This is an optimization exercise on Yosys and OpenROAD, whose aim is small area, a short achievable clock period and few clock cycles per item, not a production implementation.

==> flow/design.v <==
module booth_enc (
    input  logic [3:0] x_i,
    output logic [5:0] xe_o
);
  assign xe_o[0] = x_i[1];
  assign xe_o[1] = x_i[0];
  assign xe_o[2] = x_i[1] & ~x_i[0];
  assign xe_o[3] = x_i[3];
  assign xe_o[4] = x_i[2] ^ x_i[1];
  assign xe_o[5] = (x_i[3] & ~x_i[2] & ~x_i[1]) | (~x_i[3] & x_i[2] & x_i[1]);
endmodule
module mac_cell #(
    parameter int CW = 4,                
    localparam int NC = 16 / CW          
) (
    input  logic              clk_i,
    input  logic              v_i,       
    input  logic              clr_i,     
    input  logic [5:0]        xe_i,      
    input  logic [7:0]        w_i,
    output logic [15:0]       acc_o,     
    output logic [NC-1:0]     cy_o       
);
  wire neg0 = xe_i[0];
  wire one0 = v_i & xe_i[1];
  wire two0 = v_i & xe_i[2];
  wire neg1 = xe_i[3];
  wire one1 = v_i & xe_i[4];
  wire two1 = v_i & xe_i[5];
  wire [8:0] ws = {w_i[7], w_i};
  wire [8:0] m0 = ({9{one0}} & ws) | ({9{two0}} & {w_i, 1'b0});
  wire [8:0] m1 = ({9{one1}} & ws) | ({9{two1}} & {w_i, 1'b0});
  wire [9:0] p0 = {m0[8], m0} ^ {10{neg0}};   
  wire [9:0] p1 = {m1[8], m1} ^ {10{neg1}};   
  wire [15:0] xa = {{6{p0[9]}}, p0};
  wire [15:0] ya = {{4{p1[9]}}, p1, 2'b00};
  logic [15:0]   acc_q;
  logic [NC-1:0] cy_q;
  wire  [15:0]   a  = clr_i ? 16'd0 : acc_q;
  wire  [NC-1:0] ci = clr_i ? '0 : cy_q;
  logic [15:0] s, c;
  always_comb begin
    s = '0;
    c = '0;
    s[0] = a[0]; c[0] = xa[0];
    s[1] = a[1]; c[1] = xa[1];
    c[2] = neg1;
    for (int i = 2; i < 16; i++) begin
      s[i] = a[i] ^ xa[i] ^ ya[i];
      if (i < 15) c[i+1] = (a[i] & xa[i]) | (a[i] & ya[i]) | (xa[i] & ya[i]);
    end
  end
  logic [15:0]   sum;
  logic [NC-1:0] co;
  always_comb begin
    for (int k = 0; k < NC; k++) begin
      logic cc;
      cc = (k == 0) ? neg0 : ci[k];
      for (int i = k * CW; i < (k + 1) * CW; i++) begin
        sum[i] = s[i] ^ c[i] ^ cc;
        cc     = (s[i] & c[i]) | (s[i] & cc) | (c[i] & cc);
      end
      co[k] = cc;
    end
  end
  always_ff @(posedge clk_i) begin
    acc_q <= sum;
    cy_q  <= {co[NC-2:0], 1'b0};
  end
  assign acc_o = acc_q;
  assign cy_o  = cy_q;
endmodule
module mac_resolve #(
    parameter int CW = 4,
    localparam int NC = 16 / CW
) (
    input  logic [15:0]   acc_i,
    input  logic [NC-1:0] cy_i,
    output logic [15:0]   y_o
);
  logic [15:0] cv;
  always_comb begin
    cv = '0;
    for (int k = 1; k < NC; k++) cv[k*CW] = cy_i[k];
  end
  assign y_o = acc_i + cv;
endmodule
module sa_top (
    input  logic          clk_i,
    input  logic          rst_ni,
    input  logic          s_valid_i,
    input  logic          s_last_i,
    input  logic          m_ready_i,
    output logic          s_ready_o,
    output logic          m_valid_o,
    output logic          m_last_o,
    input  logic [ 15:0]  sx_data_i,
    input  logic [ 63:0]  sk_data_i,
    output logic [ 63:0]  m_data_o
);
  localparam int R  = 4;
  localparam int C  = 8;
  localparam int CW = 2;   
  localparam int NC = 16 / CW;
  logic adv_q;   
  wire  adv_n;
  logic [23:0] x0;   
  logic [63:0] w0;
  logic        v0, l0;
  logic [2:0]  cnt;   
  wire hold = l0 && (cnt != 3'd7);
  wire go0  = v0 && !hold;   
  logic rdy_q;   
  assign s_ready_o = rdy_q;
  logic [23:0] xenc;
  for (genvar r = 0; r < R; r++) begin : g_enc
    booth_enc u_enc (.x_i(sx_data_i[4*r +: 4]), .xe_o(xenc[6*r +: 6]));
  end
  always_ff @(posedge clk_i)
    if (s_ready_o) begin
      x0 <= xenc;
      w0 <= sk_data_i;
      l0 <= s_last_i;
    end
  always_ff @(posedge clk_i)
    if (!rst_ni) v0 <= 1'b0;
    else if (s_ready_o) v0 <= s_valid_i;
  always_ff @(posedge clk_i)
    if (!rst_ni) cnt <= 3'd7;
    else if (adv_q) begin
      if (go0 && l0) cnt <= 3'd0;
      else if (cnt != 3'd7) cnt <= cnt + 3'd1;
    end
  logic [C:1]  vs, ls;
  logic [23:0] xs [1:C-1];
  logic [7:0]  ws [1:C-1][1:C-1];   
  always_ff @(posedge clk_i)
    if (!rst_ni) vs <= '0;
    else if (adv_q) vs <= {vs[C-1:1], go0};
  always_ff @(posedge clk_i)
    if (adv_q) ls <= {ls[C-1:1], l0};
  for (genvar j = 1; j < C; j++) begin : g_stage
    always_ff @(posedge clk_i)
      if (adv_q) xs[j] <= (j == 1) ? x0 : xs[j-1];
    for (genvar c = j; c < C; c++) begin : g_w
      always_ff @(posedge clk_i)
        if (adv_q) ws[j][c] <= (j == 1) ? w0[8*c +: 8] : ws[j-1][c];
    end
  end
  logic [15:0]   acc [C][R];
  logic [NC-1:0] cy  [C][R];
  logic [C-1:0]  fc;   
  logic [C-1:0] act_q;
  wire       v0_n   = s_ready_o ? s_valid_i : v0;
  wire       l0_n   = s_ready_o ? s_last_i : l0;
  wire [2:0] cnt_n  = !adv_q ? cnt : (go0 && l0) ? 3'd0 : (cnt != 3'd7) ? cnt + 3'd1 : cnt;
  wire       hold_n = l0_n && (cnt_n != 3'd7);
  wire       go0_n  = v0_n && !hold_n;
  wire [C-1:1] vs_n = adv_q ? {vs[C-2:1], go0} : vs[C-1:1];
  wire [C-1:0] act_n = {C{adv_n}} & {vs_n, go0_n};
  logic [C-1:0] clr_q;
  always_ff @(posedge clk_i)
    if (!rst_ni) act_q <= '0;
    else act_q <= act_n;
  for (genvar c = 0; c < C; c++) begin : g_col
    wire        vc = act_q[c];
    wire        lc = (c == 0) ? l0 : ls[c];
    wire [23:0] xc = (c == 0) ? x0 : xs[c];
    wire [7:0]  wc = (c == 0) ? w0[7:0] : ws[c][c];
    always_ff @(posedge clk_i)
      if (!rst_ni) fc[c] <= 1'b1;
      else if (vc) fc[c] <= lc;
    wire fc_n = vc ? lc : fc[c];
    always_ff @(posedge clk_i)
      if (!rst_ni) clr_q[c] <= 1'b0;
      else clr_q[c] <= act_n[c] && fc_n;
    for (genvar r = 0; r < R; r++) begin : g_row
      mac_cell #(.CW(CW)) u_mac (
          .clk_i(clk_i),
          .v_i  (vc),
          .clr_i(clr_q[c]),
          .xe_i (xc[6*r +: 6]),
          .w_i  (wc),
          .acc_o(acc[c][r]),
          .cy_o (cy[c][r])
      );
    end
  end
  wire [C-1:0] sel = vs[C:1] & ls[C:1];
  logic [15:0]   macc [R];
  logic [NC-1:0] mcy  [R];
  always_comb begin
    for (int r = 0; r < R; r++) begin
      macc[r] = '0;
      mcy[r]  = '0;
      for (int c = 0; c < C; c++) begin
        macc[r] = macc[r] | ({16{sel[c]}} & acc[c][r]);
        mcy[r]  = mcy[r]  | ({NC{sel[c]}} & cy[c][r]);
      end
    end
  end
  wire push = adv_q && |sel;
  logic          pv, pl;
  logic [15:0]   pacc [R];
  logic [NC-1:0] pcy  [R];
  logic [63:0]   pres;
  for (genvar r = 0; r < R; r++) begin : g_res
    mac_resolve #(.CW(CW)) u_res (.acc_i(pacc[r]), .cy_i(pcy[r]), .y_o(pres[16*r +: 16]));
  end
  always_ff @(posedge clk_i)
    if (push)
      for (int r = 0; r < R; r++) begin
        pacc[r] <= macc[r];
        pcy[r]  <= mcy[r];
      end
  always_ff @(posedge clk_i)
    if (push) pl <= sel[C-1];
  logic        hv, sv, hl, sl;
  logic [63:0] hd, sd;
  wire take  = !hv || m_ready_i;     
  wire pmove = pv && (take || !sv);  
  always_ff @(posedge clk_i)
    if (take) begin
      hd <= sv ? sd : pres;
      hl <= sv ? sl : pl;
    end
  always_ff @(posedge clk_i)
    if (pmove && !(take && !sv)) begin
      sd <= pres;
      sl <= pl;
    end
  wire pv_n = push || (pv && !pmove);
  wire hv_n = take ? (sv || pv) : hv;
  wire sv_n = take ? (sv && pv) : (sv || pv);
  always_ff @(posedge clk_i)
    if (!rst_ni) begin
      pv <= 1'b0;
      hv <= 1'b0;
      sv <= 1'b0;
    end else begin
      pv <= pv_n;
      hv <= hv_n;
      sv <= sv_n;
    end
  assign adv_n = !(pv_n && sv_n);
  always_ff @(posedge clk_i)
    if (!rst_ni) adv_q <= 1'b1;
    else adv_q <= adv_n;
  assign m_valid_o = hv;
  assign m_last_o  = hl;
  assign m_data_o  = hd;
  always_ff @(posedge clk_i)
    if (!rst_ni) rdy_q <= 1'b1;
    else rdy_q <= adv_n && !(v0_n && hold_n);
endmodule
Settings: LEC_CHECK=0, CAP_MARGIN=20, CORE_MARGIN=2, CORE_UTILIZATION=40, PLACE_DENSITY=0.6, SETUP_SLACK_MARGIN=1.7, SLEW_MARGIN=20; clock period 4.2 ns.
run.sh (not shown) runs the stock make flow with config.mk's settings and CLKGATE_MAP_FILE= SYNTH_SCRIPT=/design/flow/synth_recipe.tcl, a recipe that flattens the netlist after the stock synthesis.
The baseline completed with no timing, DRC or antenna violations.
==> next run, changes <==
--- a/flow/design.v
+++ b/flow/design.v
@@ -200,24 +200,13 @@
     end
   end
+  logic [63:0] pres;
+  for (genvar r = 0; r < R; r++) begin : g_res
+    mac_resolve #(.CW(CW)) u_res (.acc_i(macc[r]), .cy_i(mcy[r]), .y_o(pres[16*r +: 16]));
+  end
   wire push = adv_q && |sel;
-  logic          pv, pl;
-  logic [15:0]   pacc [R];
-  logic [NC-1:0] pcy  [R];
-  logic [63:0]   pres;
-  for (genvar r = 0; r < R; r++) begin : g_res
-    mac_resolve #(.CW(CW)) u_res (.acc_i(pacc[r]), .cy_i(pcy[r]), .y_o(pres[16*r +: 16]));
-  end
-  always_ff @(posedge clk_i)
-    if (push)
-      for (int r = 0; r < R; r++) begin
-        pacc[r] <= macc[r];
-        pcy[r]  <= mcy[r];
-      end
-  always_ff @(posedge clk_i)
-    if (push) pl <= sel[C-1];
+  wire pl   = sel[C-1];
   logic        hv, sv, hl, sl;
   logic [63:0] hd, sd;
-  wire take  = !hv || m_ready_i;     
-  wire pmove = pv && (take || !sv);  
+  wire take = !hv || m_ready_i;   
   always_ff @(posedge clk_i)
     if (take) begin
@@ -226,22 +215,19 @@
     end
   always_ff @(posedge clk_i)
-    if (pmove && !(take && !sv)) begin
+    if (push && !(take && !sv)) begin
       sd <= pres;
       sl <= pl;
     end
-  wire pv_n = push || (pv && !pmove);
-  wire hv_n = take ? (sv || pv) : hv;
-  wire sv_n = take ? (sv && pv) : (sv || pv);
+  wire hv_n = take ? (sv || push) : hv;
+  wire sv_n = take ? (sv && push) : (sv || push);
   always_ff @(posedge clk_i)
     if (!rst_ni) begin
-      pv <= 1'b0;
       hv <= 1'b0;
       sv <= 1'b0;
     end else begin
-      pv <= pv_n;
       hv <= hv_n;
       sv <= sv_n;
     end
-  assign adv_n = !(pv_n && sv_n);
+  assign adv_n = !(hv_n && sv_n);
   always_ff @(posedge clk_i)
     if (!rst_ni) adv_q <= 1'b1;
The new run finished clean.
Maximum frequency shrinks by about a fifth.
Utilization goes up by 0.71 points.
Cell count fell by a few percent.
Register-to-register slack is worse by 0.49 ns.
Final area went down by a few percent.
Area after synthesis drops by a few percent.
No functional check of the RTL was part of any run of this note.

re-timing with driven ports:
In the flow no input, the clock included, has a driving cell. The finished layouts below were timed again as built, in two steps. Step 1 assumes that a clkbuf_16 drives the clock port and a buf_2 every other input. Step 2 moves the port delays by t, midway between the first and last clock arrival at a register: inputs arrive t later, outputs are due t later. That takes back most of the time a late clock gives input paths. Three values: no drivers, after step 1, after step 2; two values: the first two.
run | t, ns | setup WS [ns] | latest minus earliest clock arrival (ns) | slew at the worst register clock pin (ns) | cell pins on the clock port's net
the first run | 0.930 | 1.375 / 1.375 / 1.375 | 0.059 / 0.059 | 0.07 / 0.07 | 1
the second run | 0.907 | 0.890 / 0.890 / 0.890 | 0.046 / 0.046 | 0.07 / 0.07 | 1
After both steps every run listed still meets setup and hold.
